This is an optimization exercise on Yosys and OpenROAD, whose aim is small area, a short achievable clock period and few clock cycles per item, not a production implementation. No run shown here included a check of the RTL's function; only the layout flow was run. Power is estimated from default activity; no workload was simulated.

==> flow/design.v (outline; a module is shown in full before it is edited, if it fits) <==
// module multiplier: 1663 lines
// module mul_fa: 4 lines
// module mul_ha: 4 lines
module multiplier #(MANT_BITS=23, EXP_BITS=8)(
	input wire clk,
	input wire reset_n,
	input wire input_valid,
	input logic [EXP_BITS+MANT_BITS:0] in_a,
	input logic [EXP_BITS+MANT_BITS:0] in_b,
	output logic [EXP_BITS+MANT_BITS:0] data_out,
	output logic output_valid
);
  // ...
==> flow/run.sh <==
#!/bin/bash
# synth_recipe.tcl (not shown) runs the flow's synth.tcl, then flattens the netlist and writes it again
# the make line also repeats each setting of config.mk as NAME=value (left out here)
make -C /OpenROAD-flow-scripts/flow DESIGN_CONFIG=/design/flow/config.mk WORK_HOME=/design/flow/orfs CLKGATE_MAP_FILE= SYNTH_SCRIPT=/design/flow/synth_recipe.tcl finish
==> flow/config.mk <==
export PLATFORM = sky130hd
export DESIGN_NAME = multiplier
export DESIGN_NICKNAME = multiplier
export VERILOG_FILES = /design/flow/design.v
export SDC_FILE = /design/flow/constraint.sdc
export NUM_CORES = 4
export LEC_CHECK = 0
export CAP_MARGIN = 20
export CORE_MARGIN = 2
export CORE_UTILIZATION = 40
export SLEW_MARGIN = 20
export SYNTH_HIERARCHICAL = 1
==> flow/constraint.sdc <==
create_clock -name core_clock -period 8.0 [get_ports {clk}]
set_input_delay 1.6000 -clock core_clock [delete_from_list [all_inputs] [get_ports {clk}]]
set_output_delay 1.6000 -clock core_clock [all_outputs]
set_load 0.01 [all_outputs]
==> run summary, run 1 <==
- The run finished with no timing, DRC or antenna violations.
* Critical path arrival: 7080 ps
- In this run, the number of DRC markers left after iteration 0 of detailed routing was 1,509.
- Met2 routed wirelength: 28.4 mm
* Post CTS Setup Buffer Count: 0
- By area the synthesized netlist is led by fa_1 (50%), nor2_1 (12%), dfxtp_1 (6.9%).
- Minimum setup slack after placement: 675 ps
- Deepest level of the CTS H-tree: 3
- The die covers 0.0503 mm^2.
* Cell type with the highest occurrence count on the critical path: fa_1
- Reported combinational group power: 5.47 mW
* Clock tree from TritonCTS: built
* Area share of xor/xnor cells in the synthesized design: 1.63%
- The internal power of the cells totals 3.47 mW.
- Global routing met1 resource utilization: 36.2%
- Hold EP: st[0]
- Placed instance area: 0.0213 mm^2
* Setup repair after global routing missed its margin: no
* Largest net degree at the start of global routing: 61
- The startpoint identified for the worst hold timing path is st[1].
* Non-Clock Buffer Count: 167
- In this run, placement finished with an instance count of 2,584.
- Of the total power, the share spent switching nets is 49.3%.
- Met1 WL: 26.6 mm
* Clk power: 0.463 mW
* Most repeated cell in the gate-level netlist after synthesis: nor2_1
- Counting instances in the post-synthesis netlist gives the leading cell types as nor2_1 (634), fa_1 (484), clkbuf_1 (122).
* VDD IR max: 258 uV
- After clock tree synthesis, the flow added hold-fix buffers numbering 0.
- Clock buffer count in the final layout: 10
- Leaving out fill and tap cells, the most frequent cells in the layout are nor2_1 (633), fa_1 (484), clkdlybuf4s50_1 (99).
* Crit share post-route: 85.0%
- Heaviest power group: combinational logic
* Leading registers by flop count: ra (31), rb (31), sh (24)
- The most critical setup path has its startpoint at in_b[28].
- Overall global routing resource usage: 25.6%
==> run 2, diff against run 1 <==
--- a/flow/config.mk
+++ b/flow/config.mk
@@ -8,5 +8,6 @@
 export CAP_MARGIN = 20
 export CORE_MARGIN = 2
 export CORE_UTILIZATION = 40
+export SETUP_SLACK_MARGIN = 1.5
 export SLEW_MARGIN = 20
 export SYNTH_HIERARCHICAL = 1
==> run 2 against run 1 <==
Still clean. Die area unchanged. Synthesized cell count stayed put. First-iteration DRC count is 1.1% higher. Clock power fell by 2%. Combinational power hardly changed. Sequential power about the same. Register-to-register slack better by 280 ps. Worst hold slack got worse by 0.73 ps. Maximum frequency up 6.2%. Critical endpoint is now rb[12]. Largest cell class unchanged. Largest power group unchanged. Highest routed layer unchanged.
==> run summary, run 2 <==
* Run status: timing/DRC/antenna clean (unchanged)
- The cell with the most instances after synthesis is nor2_1 (unchanged).
- The area share of fa/ha/maj cells after synthesis is 55.1% (unchanged).
- R2R cell count: 13 (was 12)
* Post-synth cell types: 70 (unchanged)
* Chip width: 224 um (unchanged)
* Total count of max-transition violations in the final report: 0 (unchanged)
- Power density over the cells: 314 mW/mm^2 (was 316 mW/mm^2)
* Leading area contributor after synthesis: fa_1 (unchanged)
- Post-Synthesis Mean Instance Area: 10.0 um^2 (unchanged)
* Cell area after layout: 0.0218 mm^2 (was 0.0217 mm^2)
* Path category of the worst min-delay check: reg2reg (unchanged)
- The commonest non-fill, non-tap cell in the layout is nor2_1 (unchanged).
* Top-level port count: 100 (unchanged)
* Clock buffer count from CTS: 9 (unchanged)
- The prevailing post-synth register cell is dfxtp_1 (unchanged).
- Post-synthesis sequential area ratio: 12.6% (unchanged)
- Critical path's slowest cell: clkdlybuf4s50_1 (was nor4_1)
- Max Cap Violations: 0 (unchanged)
- The total congestion overflow came to 0 (unchanged).
- Number of DRC violations after detailed-routing iteration 0: 1,526 (was 1,509)
- Starting density of the core: 40.6% (unchanged)
- Top post-synthesis cells by area: fa_1 (50%), nor2_1 (12%), dfxtp_1 (6.9%) (unchanged)
- Buffers from clock root to sink, at most: 2 (unchanged)
- The multiplexer area fraction after synthesis was 3.67% (unchanged).
- Cell chain of the critical path: clkdlybuf4s50_1, nor4_4, nand2_2, mux2i_4, buf_6, nor2_1, fa_1, fa_1, fa_1, fa_1, fa_1, fa_1, fa_1 (was clkdlybuf4s50_1, nor4_1, nand2_1, mux2i_2, buf_4, nor2_1, fa_1, fa_1, fa_1, fa_1, fa_1, fa_1, fa_1)
- Beginning of the worst register-to-register path: st[1] (was st[0])
- Leakage: 9.30 nW (was 9.26 nW)
- Share of post-route cells with drive strength above 1: 8.08% (was 7.65%)
* Largest net degree at the start of global routing: 61 (unchanged)
- The total of hold buffers inserted after clock tree synthesis was 0 (unchanged).
- The global placer's final weighted congestion is 0.934 (was 0.888).
* Critical path arrival: 6680 ps (was 7080 ps)
- The number of enable-type register cells in the synthesized netlist is 34 (unchanged).
* Hold EP: st[0] (unchanged)
- Count of standard-cell rows: 80 (unchanged)
- Clock tree root buffer cell: clkbuf_16 (unchanged)
- Placed instance area: 0.0213 mm^2 (about the same)
* Setup skew after layout: 11.1 ps (was 19.4 ps)
- The total number of yosys warnings is 7 (unchanged).
- Initial antenna violation count: 0 (unchanged)
- Endpoint kind of the worst setup timing path: register (unchanged)
- Placed cells: 2,583 (was 2,584)
- The proportion of synthesized flip-flops having asynchronous set or reset is 2.88% (unchanged).
- Non-filler cells, final: 2,607 (was 2,601)
* Hold Startpoint: st[1] (unchanged)
* Clock tree from TritonCTS: built (unchanged)
- Final routed wire length divided by cell count: 24.3 um (was 24.1 um)
- Floorplan die area: 0.0503 mm^2 (unchanged)
* Total Power: 6.86 mW (was 6.84 mW)
* Vias in the first global route: 16.7k (was 16.6k)
- The top-area cell type share of the netlist area is 50.0% (unchanged).
* Cell type with the highest occurrence count on the critical path: fa_1 (unchanged)
- The number of inserted filler cells in the final layout is 4,354 (was 4,406).
- The kind of critical path is in2reg (unchanged).
- Ranking of synthesized cells by instance count: nor2_1 (634), fa_1 (484), clkbuf_1 (122) (unchanged)
- The number of H-tree branching levels is 3 (unchanged).
- Total of flip-flops plus latches after synthesis: 104 (unchanged)
- The largest family of logic cells by synthesized area is adder cells (unchanged).
- The area of the placeable core was 0.0477 mm^2 (unchanged).
* Actual slew at the worst max-slew pin: 1020 ps (was 961 ps)
- The hold violation total from the final report was 0 (unchanged).
- Element type at the critical path start: primary input (unchanged)
- Worst path required time: 8280 ps (was 8270 ps)
- The clock sink total was 104 (unchanged).
* Minimum clock period: 6400 ps (was 6800 ps)
- The area added between synthesis and finish is 12.5% (was 11.7%).
- Worst path max stage delay: 510 ps (was 720 ps)
* VDD IR max: 230 uV (was 258 uV)
* Diodes inserted: 0 (unchanged)
- The cell count after synthesis was 1,937 (unchanged).
* Max Fanout on Critical Path: 23 (unchanged)
* Global-route wire length before repair: 97.4 mm (was 97.1 mm)
- Final-layout setup total negative slack: 0 ps (unchanged)
- Synthesized area: 0.0194 mm^2 (unchanged)
* NumNets Final: 2,618 (was 2,612)
- Post-detailed-placement half-perimeter wirelength: 47.1 mm (was 46.9 mm)
- The number of routed nets with antenna violations is 0 (unchanged).
- The simple-gate share of the synthesized area is 17.2% (unchanged).
- The critical register-to-register path endpoint is rb[13] (was rb[9]).
* Count of buffers inserted at the top-level ports: 99 (unchanged)
- Compound-Gate Fraction of Synth Area: 6.76% (unchanged)
- Leading cell types in the layout, fill and taps excluded: nor2_1 (633), fa_1 (484), clkdlybuf4s50_1 (99) (unchanged)
* Number of design rule violations left after detail routing: 0 (unchanged)
- Setup repair after global routing missed its margin: no (unchanged).
- The height of the chip came to 224 um (unchanged).
* Hold Slack: 588 ps (was 589 ps)
- Final wirelength: 63.3 mm (was 62.6 mm)
* First drt pass iteration count: 5 (was 7)
* Leading registers by flop count: ra (31), rb (31), sh (24) (unchanged)
- The peak clock frequency supported by timing is 0.156 GHz (was 0.147 GHz).
- Overall global routing resource usage: 25.8% (was 25.6%)
- Via total after detailed routing: 15.5k (was 15.4k)
- Crit share post-route: 80.0% (was 85.0%)
- Vias/cell: 5.95 (was 5.91)
- Clk Latency, worst-skew pair: 410 ps (about the same)
- The synthesized net count came to 2,568 (unchanged).
- The clock slew at the register clock pins of the worst setup and hold paths is 80 ps (was 90 ps).
- Hold-critical path depth: 1 (unchanged)
- Setup-violating endpoint count in the final report: 0 (unchanged)
* Slack of the worst reg-to-reg path: 1900 ps (was 1620 ps)
- The max-slew headroom at the worst pin came to 32.2% (was 34.7%).
* Area share of xor/xnor cells in the synthesized design: 1.63% (unchanged)
-- run 2: cell counts after synthesis --
Identical to the previous run, type by type.
-- run 2: worst max path at each step --
| stage | from | slack (ps) | cells past startpoint | to |
|---|---|---|---|---|
| 6_report | in_b[24] | 1600 | 13 | rb[12] |
| 5_1_grt | in_a[7] | 1500 | 16 | rc |
| 4_1_cts | in_b[24] | 1570 | 13 | rb[12] |
| 3_5_place_dp | in_b[24] | 540 | 13 | rb[12] |
| 3_3_place_gp | in_b[24] | 520 | 13 | rb[11] |
| 2_1_floorplan | in_a[26] | 1550 | 13 | rb[9] |
-- run 2: layer usage --
layer | vias to the layer above | GRT usage, % | share of wire (%)
li1 | 6376 | - | -
met1 | 8084 | 35.6 | 41
met2 | 928 | 39.6 | 45
met3 | 134 | 6.89 | 11
met4 | 0 | 8.74 | 2.8
met5 | - | 0 | 0
-- run 2: critical path, delay by kind of cell --
family / cells / cell delay [ps]
fa+ha+maj: 7 / 3210
buf+inv: 2 / 790
simple gates: 3 / 790
mux: 1 / 290
-- run 2: what timing repair did --
item	CTS	global route
cloned	0	0
gates resized for setup	7	8
setup endpoints to repair	27	11
setup buffers	0	7
-- run 2: stage by stage --
| stage | worst slack (ps) | utilization [%] |
|---|---|---|
| 2_1_floorplan | 1550 | - |
| 3_3_place_gp | 522 | 44.7 |
| 5_1_grt | 1500 | 45.7 |
| 6_report | 1600 | 45.7 |
| 4_1_cts | 1570 | 45.4 |
| 3_5_place_dp | 538 | 44.7 |
-- run 2: cell type report --
type / count / area [um^2] / share of cell area (%)
clock buffers: 9 / 225 / 1.03
flip-flops and latches: 104 / 2440 / 11.2
inverters: 19 / 71.3 / 0.327
well taps: 615 / 769 / 3.53
repair buffers: 173 / 1600 / 7.33
multi-input cells: 1680 / 16700 / 76.4
clock inverters: 7 / 53.8 / 0.247
-- run 2: kinds of logic (layout without fill, tap and decap cells) --
family          after synthesis  in the layout
simple gates                807            807
flops                       104            104
buf+inv                     153            208
compound gates              202            202
fa+ha+maj                   564            564
xor+xnor                     36             36
mux                          71             71
-- run 2: modules after synthesis, one instance, submodules excluded --
module      copies in the design  flops+latches  cells  area [um^2]
multiplier                     1            104   1431         9430
mul_ha                        23              0      1         12.5
mul_fa                       483              0      1         20.0
-- run 2: power breakdown --
| part | leakage, nW | internal, mW | switching [mW] | total, mW |
|---|---|---|---|---|
| registers | 0.964 | 0.820 | 0.0946 | 0.915 |
| clock network | 0.137 | 0.214 | 0.239 | 0.453 |
| logic | 8.20 | 2.44 | 3.05 | 5.49 |
==> run 3, diff against run 2 <==
--- a/flow/config.mk
+++ b/flow/config.mk
@@ -8,6 +8,6 @@
 export CAP_MARGIN = 20
 export CORE_MARGIN = 2
 export CORE_UTILIZATION = 40
-export SETUP_SLACK_MARGIN = 1.5
+export SETUP_SLACK_MARGIN = 2.5
 export SLEW_MARGIN = 20
 export SYNTH_HIERARCHICAL = 1
==> run 3 against run 2 <==
Still clean. Non-clock buffer count up 249. Critical path depth rose by 5. Global-route usage increased by 3.5 points. Maximum frequency is 12% higher. Setup slack improved by 710 ps. Via count grew 11%. Design area is 20% higher. Area after synthesis unchanged. Sequential power rose by 1%.
==> run summary, run 3 <==
- The number of enable-type register cells in the synthesized netlist came to 34 (unchanged).
* Ys async rst share: 2.88% (unchanged)
- The max-slew headroom at the worst pin is 29.9% (was 32.2%).
- Post-synth cell types: 70 (unchanged)
- Buffers from clock root to sink, at most: 2 (unchanged)
* Count of standard-cell rows: 80 (unchanged)
* Minimum clock period: 5690 ps (was 6400 ps)
* Run status: timing/DRC/antenna clean (unchanged)
- Clock-pin transition on the worst setup and hold timing paths: 90 ps (was 80 ps)
- Top post-synthesis cells by area: fa_1 (50%), nor2_1 (12%), dfxtp_1 (6.9%) (unchanged).
* Crit share post-route: 71.2% (was 80.0%)
* Hold Startpoint: st[1] (unchanged)
- The overall power after layout came to 7.92 mW (was 6.86 mW).
- Most repeated cell in the gate-level netlist after synthesis: nor2_1 (unchanged)
- Sink Count: 104 (unchanged)
- The number of I/O port buffers came to 99 (unchanged).
- Number of inserted filler cells in the final layout: 3,867 (was 4,354)
- The CTS tree is built (unchanged).
- The I/O pin count came to 100 (unchanged).
- Worst path required time: 8290 ps (was 8280 ps)
* Final wirelength: 74.2 mm (was 63.3 mm)
* Critical register-to-register path endpoint: rb[9] (was rb[13])
- The worst slack at placement was 812 ps (was 538 ps).
* Leading registers by flop count: ra (31), rb (31), sh (24) (unchanged)
* Final Core Density: 54.7% (was 45.7%)
- The endpoint with the worst hold slack was st[0] (unchanged).
* Leading cell types in the layout, fill and taps excluded: nor2_1 (611), fa_1 (349), buf_4 (201) (was nor2_1 (633), fa_1 (484), clkdlybuf4s50_1 (99))
- The total of hold buffers inserted after clock tree synthesis was 0 (unchanged).
- The routed length per instance was 26.0 um (was 24.3 um).
- The type of origin of the critical path is a primary input (unchanged).
- The prevailing post-synth register cell was dfxtp_1 (unchanged).
- Setup repair after global routing missed its margin: yes (was no)
- Share of post-route cells with drive strength above 1: 29.2% (was 8.08%)
- The total congestion overflow is 0 (unchanged).
- The detailed-router iteration count before antenna repair was 6 (was 5).
- Clk Latency, worst-skew pair: 410 ps (about the same)
* Largest net degree at the start of global routing: 61 (unchanged)
- The layout net count came to 2,868 (was 2,618).
- Yosys warning count: 7 (unchanged)
- Leading area contributor after synthesis: fa_1 (unchanged)
- Cell count after synthesis: 1,937 (unchanged)
* Floorplan die area: 0.0503 mm^2 (unchanged)
- Final-layout setup total negative slack: 0 ps (unchanged)
- Core Box Area: 0.0477 mm^2 (unchanged)
- The kind of critical path is in2reg (unchanged).
- Vias in the first global route: 18.3k (was 16.7k)
- The number of buffers added by the clock tree synthesis step came to 9 (unchanged).
- Achievable clock frequency: 0.176 GHz (was 0.156 GHz)
- The path depth of the worst reg2reg path came to 17 (was 13).
* Ranking of synthesized cells by instance count: nor2_1 (634), fa_1 (484), clkbuf_1 (122) (unchanged)
- The max-capacitance violation count is 0 (unchanged).
- Share of the synthesized area in the top cell type: 50.0% (unchanged)
- The number of H-tree branching levels is 3 (unchanged).
- Total of flip-flops plus latches after synthesis: 104 (unchanged)
- Post-Synthesis Mean Instance Area: 10.0 um^2 (unchanged)
- The via count normalized by instance count came to 6.04 (was 5.95).
* Chip width: 224 um (unchanged)
- The area added between synthesis and finish came to 34.8% (was 12.5%).
* Post-detailed-placement half-perimeter wirelength: 46.2 mm (was 47.1 mm)
* Synthesized area: 0.0194 mm^2 (unchanged)
* Via total after detailed routing: 17.3k (was 15.5k)
* Area occupied by multi-input gates: 0.0177 mm^2 (was 0.0167 mm^2)
- Power density over the cells: 303 mW/mm^2 (was 314 mW/mm^2)
- Final weighted congestion of routability-driven global placement: 0.926 (was 0.934)
- Number of antenna-violating nets in the routed design: 0 (unchanged)
- Synthesized net count: 2,568 (unchanged)
* Endpoint kind of the worst setup timing path: register (unchanged)
- The worst vdd rail ir drop came to 407 uV (was 230 uV).
- Starting density of the core: 40.6% (unchanged)
* Beginning of the worst register-to-register path: st[0] (was st[1])
- Actual slew at the worst max-slew pin: 1050 ps (was 1020 ps)
* Setup-violating endpoint count in the final report: 0 (unchanged)
- The maximum clock skew at final layout is 20.3 ps (was 11.1 ps).
- Total count of max-transition violations in the final report: 0 (unchanged)
- Post-synthesis sequential area ratio: 12.6% (unchanged)
- Max Fanout on Critical Path: 5 (was 23)
* Hold-critical path depth: 1 (unchanged)
- The signal arrival time at the worst endpoint was 5980 ps (was 6680 ps).
* DIE HEIGHT: 224 um (unchanged)
- Final Hold Violating Endpoints: 0 (unchanged)
- Number of design rule violations left after detail routing: 0 (unchanged)
* Clock tree root buffer cell: clkbuf_16 (unchanged)
- Path category of the worst min-delay check: reg2reg (unchanged)
* Slack of the worst reg-to-reg path: 2470 ps (was 1900 ps)
* Overall global routing resource usage: 29.3% (was 25.8%)
* Leakage: 11.1 nW (was 9.30 nW)
- Number of DRC violations after detailed-routing iteration 0: 2,003 (was 1,526)
* Final worst-path setup slack: 2310 ps (was 1600 ps)
* Global-route wire length before repair: 109 mm (was 97.4 mm)
* FF/Latch Area: 0.00244 mm^2 (about the same)
- Most common cell after layout, fill and taps aside: nor2_1 (unchanged)
- The initial antenna violation count was 1 (was 0).
==> run 3: critical path, cell delays in order <==
cell      delay (ps)
buf_2            150
mux2i_4           90
buf_12           150
buf_12           120
buf_4            150
nor2_1           250
fa_1             520
fa_2             430
fa_2             570
fa_1             460
ha_4             310
ha_4             200
a21o_1           200
a21oi_4          150
nor2b_4           50
o21ai_2          160
nand2b_1          80
a221o_1          320
==> run 3: per-layer routing <==
metal	global-route usage (%)	up-vias	share of wire [%]
met3	8.26	331	12
met2	45.2	1265	45
met4	15.6	0	5.7
li1	-	6915	-
met1	37.6	8742	37
met5	0	-	0
==> run 3: area by class of cell <==
class	count	area share, %
antenna	1	0.00958
clock buffer	10	0.876
clock inverter	6	0.187
inverter	19	0.273
multi-input combinational	1681	67.8
sequential	104	9.34
tap	615	2.94
timing repair buffer	422	18.5
==> run 3: logic make-up (layout without fill, tap and decap cells) <==
kind of cell               after synthesis  after routing  share of synthesized area (%)
other                                    0              1                              0
and+or+nand+nor                        807            807                           17.2
buffers and inverters                  153            457                           3.09
muxes                                   71             71                           3.67
adders and majority gates              564            564                           55.1
xor gates and xnor gates                36             36                           1.63
DFF                                    104            104                           12.6
AOI/OAI and AO/OA                      202            203                           6.76
==> run 3: worst max path at each step <==
stage               slack, ps    end  cells past startpoint     start
finish                   2310     rc                     18   in_b[3]
global route             2250     rc                     18   in_b[3]
CTS                      2280  rb[9]                     13  in_a[29]
detailed placement        810  rb[9]                     12  in_b[28]
global placement          860  rb[9]                     12  in_b[28]
floorplan                1990  rb[9]                     13  in_a[23]
==> run 3: report_power, final <==
part | leakage (nW) | internal, mW | switching, mW | total, mW
clock | 0.140 | 0.217 | 0.253 | 0.471
sequential | 0.961 | 0.821 | 0.106 | 0.927
combinational | 10.0 | 3.13 | 3.40 | 6.53
total | 11.1 | 4.16 | 3.76 | 7.92
==> run 3: timing repair <==
| item | CTS | global route |
|---|---|---|
| cloned | 28 | 1 |
| buffers inserted | 173 | 47 |
| setup endpoints to repair | 78 | 38 |
| pin swaps | 82 | 79 |
| resized for setup | 416 | 140 |
==> run 3: per-stage QoR <==
stage / area [um^2] / instances / hold WS [ps]
6_report: 26100 / 2858 / 551
5_1_grt: 26100 / 2857 / 557
4_1_cts: 25300 / 2808 / 616
3_5_place_dp: 21500 / 2591 / 578
3_3_place_gp: 21500 / 2591 / 568
2_1_floorplan: 19700 / 1937 / 478
==> run 3: Yosys stat by module (local to each module, per instance) <==
module      times used  flops+latches
mul_ha              23              0
multiplier           1            104
mul_fa             483              0
==> run 4, diff against run 3 <==
--- a/flow/config.mk
+++ b/flow/config.mk
@@ -8,6 +8,6 @@
 export CAP_MARGIN = 20
 export CORE_MARGIN = 2
 export CORE_UTILIZATION = 40
-export SETUP_SLACK_MARGIN = 2.5
+export SETUP_SLACK_MARGIN = 3.5
 export SLEW_MARGIN = 20
 export SYNTH_HIERARCHICAL = 1
==> run 4 against run 3 <==
Still clean on timing, DRC and antenna. Design area up 8.5%. Synthesized cell count unchanged. Final cell count up 3.8%. Clock power up 6.6%. Maximum frequency up 1.5%. Global-route usage up 2.5 points. Clock skew down 6.4 ps. Via count up 6.0%. Core utilization up 4.7 points. Sequential cell count unchanged. Routed wire length up 9.1%. Register-to-register slack about the same. Critical path type unchanged. Highest routed layer unchanged.
==> run summary, run 4 <==
- Starting density of the core: 40.6% (unchanged)
* Actual slew at the worst max-slew pin: 1040 ps (was 1050 ps)
* Worst path required time: 8290 ps (about the same)
* Minimum clock period: 5610 ps (was 5690 ps)
- The number of core rows was 80 (unchanged).
- Post-synth cell types: 70 (unchanged)
- Number of antenna-violating nets in the routed design: 0 (unchanged)
- Number of design rule violations left after detail routing: 0 (unchanged)
- Final wirelength: 81.0 mm (was 74.2 mm)
* Crit share post-route: 70.1% (was 71.2%)
- The worst vdd rail ir drop was 281 uV (was 407 uV).
- Final routed wire length divided by cell count: 27.3 um (was 26.0 um)
- Setup repair after global routing missed its margin: yes (unchanged)
* Synthesized area: 0.0194 mm^2 (unchanged)
* Yosys warning count: 7 (unchanged)
- The hold violation total from the final report is 0 (unchanged).
- The clock slew at the register clock pins of the worst setup and hold paths was 90 ps (about the same).
- The initial antenna violation count was 1 (unchanged).
- Run status: timing/DRC/antenna clean (unchanged).
- The all-layer global routing usage is 31.8% (was 29.3%).
* Top-level port count: 100 (unchanged)
- Vias in the first global route: 19.3k (was 18.3k)
- Ranking of synthesized cells by instance count: nor2_1 (634), fa_1 (484), clkbuf_1 (122) (unchanged).
- The global placer's final weighted congestion came to 0.934 (was 0.926).
- Share of the synthesized area in the top cell type: 50.0% (unchanged)
- Leading cell types in the layout, fill and taps excluded: nor2_1 (558), fa_2 (247), fa_1 (237) (was nor2_1 (611), fa_1 (349), buf_4 (201)).
* Global-route wire length before repair: 118 mm (was 109 mm)
- The maximum clock skew at final layout is 13.9 ps (was 20.3 ps).
- Setup-violating endpoint count in the final report: 0 (unchanged)
* Leading registers by flop count: ra (31), rb (31), sh (24) (unchanged)
* Top post-synthesis cells by area: fa_1 (50%), nor2_1 (12%), dfxtp_1 (6.9%) (unchanged)
* Overflow left after global routing: 0 (unchanged)
- Chip width: 224 um (unchanged)
- Via total after detailed routing: 18.3k (was 17.3k)
- Most repeated cell in the gate-level netlist after synthesis: nor2_1 (unchanged)
- The leading area contributor after synthesis was fa_1 (unchanged).
- Slew margin rel.: 30.7% (was 29.9%)
- Vias/cell: 6.16 (was 6.04)
- Post-Synthesis Mean Instance Area: 10.0 um^2 (unchanged)
- Path category of the worst min-delay check: reg2reg (unchanged)
- First drt pass iteration count: 6 (unchanged)
- Max Cap Violations: 0 (unchanged)
- Endpoint kind of the worst setup timing path: register (unchanged)
- The number of max-slew violations in the final report was 0 (unchanged).
* Final worst-path setup slack: 2390 ps (was 2310 ps)
- Number of enable flip-flop cells after synthesis: 34 (unchanged)
* Clk Latency, worst-skew pair: 410 ps (about the same)
- Buffers from clock root to sink, at most: 2 (unchanged)
- Post-detailed-placement half-perimeter wirelength: 45.5 mm (was 46.2 mm)
- The worst slack at placement came to 1010 ps (was 812 ps).
* Number of DRC violations after detailed-routing iteration 0: 2,193 (was 2,003)
- The type of origin of the critical path is a primary input (unchanged).
* Ys async rst share: 2.88% (unchanged)
- The sequential-to-total area share from yosys stat is 12.6% (unchanged).
- The number of H-tree branching levels was 3 (unchanged).
* Clock tree root buffer cell: clkbuf_16 (unchanged)
- The area of the placeable core came to 0.0477 mm^2 (unchanged).
- Number of inserted filler cells in the final layout: 3,478 (was 3,867)
- The synthesized net count is 2,568 (unchanged).
- The layout net count is 2,977 (was 2,868).
* Total of flip-flops plus latches after synthesis: 104 (unchanged)
* Cell count after synthesis: 1,937 (unchanged)
* Floorplan die area: 0.0503 mm^2 (unchanged)
* Clock buffer count from CTS: 9 (unchanged)
- The largest net degree at the start of global routing came to 61 (unchanged).
- Achievable clock frequency: 0.178 GHz (was 0.176 GHz)
* Sink Count: 104 (unchanged)
* Count of buffers inserted at the top-level ports: 99 (unchanged)
- Area added between synthesis and finish: 46.3% (was 34.8%)
* DIE HEIGHT: 224 um (unchanged)
- Final-layout setup total negative slack: 0 ps (unchanged)
- The fraction of final layout cells with drive strength greater than 1 was 44.0% (was 29.2%).
- The prevailing post-synth register cell is dfxtp_1 (unchanged).
* Power density over the cells: 315 mW/mm^2 (was 303 mW/mm^2)
- Clock tree from TritonCTS: built (unchanged)
- Number of hold buffers added after CTS: 0 (unchanged)
- Critical path arrival: 5900 ps (was 5980 ps)
- The kind of critical path was in2reg (unchanged).
- The maximum fanout along the worst path is 4 (was 5).
* Most common cell after layout, fill and taps aside: nor2_1 (unchanged)
* Leakage: 11.8 nW (was 11.1 nW)
[run 4: cell count changes in the layout (fill, tap and decap cells not counted), sizes merged]
| cell | change |
|---|---|
| buf | +171 |
| clkdlybuf4s50 | -30 |
| bufbuf | -13 |
| clkbuf | -11 |
| dlygate4sd2 | -4 |
| clkdlybuf4s15 | -3 |
| clkinv | +2 |
| dlymetal6s2s | -2 |
| inv | -2 |
| a21o | +1 |
[run 4: worst paths after layout]
check / startpoint / end / slack [ps] / cells past startpoint
max reg2reg: sh_a / rb[9] / 2480 / 15
min reg2reg: st[1] / output_valid / 590 / 2
max: in_a[23] / rb[12] / 2390 / 14
max in group asynchronous: reset_n / st[1] / 6490 / 1
min in group asynchronous: reset_n / output_valid / 1360 / 1
min: st[1] / output_valid / 590 / 2
[run 4: where the power goes]
group / internal, mW / switching [mW] / leakage, nW
Clock: 0.240 / 0.262 / 0.155
Combinational: 3.60 / 3.88 / 10.7
Sequential: 0.825 / 0.123 / 0.962
[run 4: final cells by class]
| type | count | area, um^2 | area share (%) |
|---|---|---|---|
| antenna | 1 | 2.50 | 0.00882 |
| timing repair buffer | 530 | 6050 | 21.4 |
| clock buffer | 10 | 250 | 0.882 |
| sequential | 104 | 2450 | 8.63 |
| tap | 615 | 769 | 2.71 |
| inverter | 19 | 71.3 | 0.251 |
| clock inverter | 6 | 65.1 | 0.229 |
| multi-input combinational | 1682 | 18700 | 65.9 |
[run 4: per-module statistics from Yosys, one instance, submodules excluded]
module	flip-flops and latches	times used	area (um^2)	cells
mul_fa	0	483	20.0	1
mul_ha	0	23	12.5	1
multiplier	104	1	9430	1431
[run 4: cells by family (layout without fill, tap and decap cells)]
group	count (synthesis)	after routing	share of synthesized area, %
xor gates and xnor gates	36	36	1.63
adders and majority gates	564	564	55.1
AOI/OAI and AO/OA	202	204	6.76
muxes	71	71	3.67
other	0	1	0
and+or+nand+nor	807	807	17.2
DFF	104	104	12.6
buffers and inverters	153	565	3.09
[run 4: timing repair]
action,4_1_cts,5_1_grt
resized for setup,982,165
buffers inserted,287,43
endpoints found under the setup margin,100,94
pin swaps,188,152
cloned,33,1
[run 4: routing by layer]
metal,track usage [%],up-vias,routed length (um)
met3,10.7,432,10300
met5,0.196,-,0
li1,-,7147,-
met2,48.3,1517,36200
met1,39.6,9186,28600
met4,18.3,0,5870
[run 4: critical path, stage by stage]
cell	delay, ps
clkdlybuf4s15_1	210
or4_4	450
nor2_4	120
nand2_2	70
o21ai_4	120
buf_6	170
nor2_4	40
fa_2	480
fa_2	430
fa_2	410
fa_2	440
fa_2	380
fa_2	540
fa_2	430
[run 4: metrics by stage]
stage / area, um^2 / hold slack, ps / utilization (%) / instances / total power [mW]
6_report: 28400 / 587 / 59.4 / 2967 / 8.93
5_1_grt: 28400 / 621 / 59.4 / 2966 / 9.69
4_1_cts: 27300 / 549 / 57.2 / 2921 / 7.98
3_5_place_dp: 21600 / 600 / 45.1 / 2585 / 6.52
3_3_place_gp: 21600 / 563 / 45.1 / 2585 / 6.44
2_1_floorplan: 19800 / 478 / - / 1937 / 4.73

[re-timing with driven ports]
How much do the figures lean on ideal ports? The routed layouts below were timed once more, with nothing changed but the port constraints.
Step 1 sets driving cells, clkbuf_16 on the clock port and buf_2 on the other inputs (assumed; they add their load-dependent delay and slew).
Step 2 adds t to the input delays and takes it off the output delays; t is the mean of the earliest and latest rising clock arrival at the registers after step 1. Input paths then give back, and output paths get back, about the clock's delay inside the block.
a / b / c = ideal ports / drivers / drivers and shift; a / b = the first two.
run | t, ns | slack for setup (ns) | slew at the worst register clock pin (ns) | worst data-port slew with drivers (ns)
run 1 | 0.450 | 1.198 / 1.227 / 0.777 | 0.09 / 0.09 | 0.06
run 2 | 0.456 | 1.597 / 1.624 / 1.168 | 0.08 / 0.08 | 0.07
run 3 | 0.453 | 2.307 / 2.253 / 1.800 | 0.09 / 0.09 | 0.10
run 4 | 0.462 | 2.393 / 2.409 / 1.947 | 0.09 / 0.09 | 0.06
After both steps setup and hold are still met in every run listed. The setup slack of run 3, which loses most, moves by -0.054 ns with the drivers and by -0.507 ns with both steps.
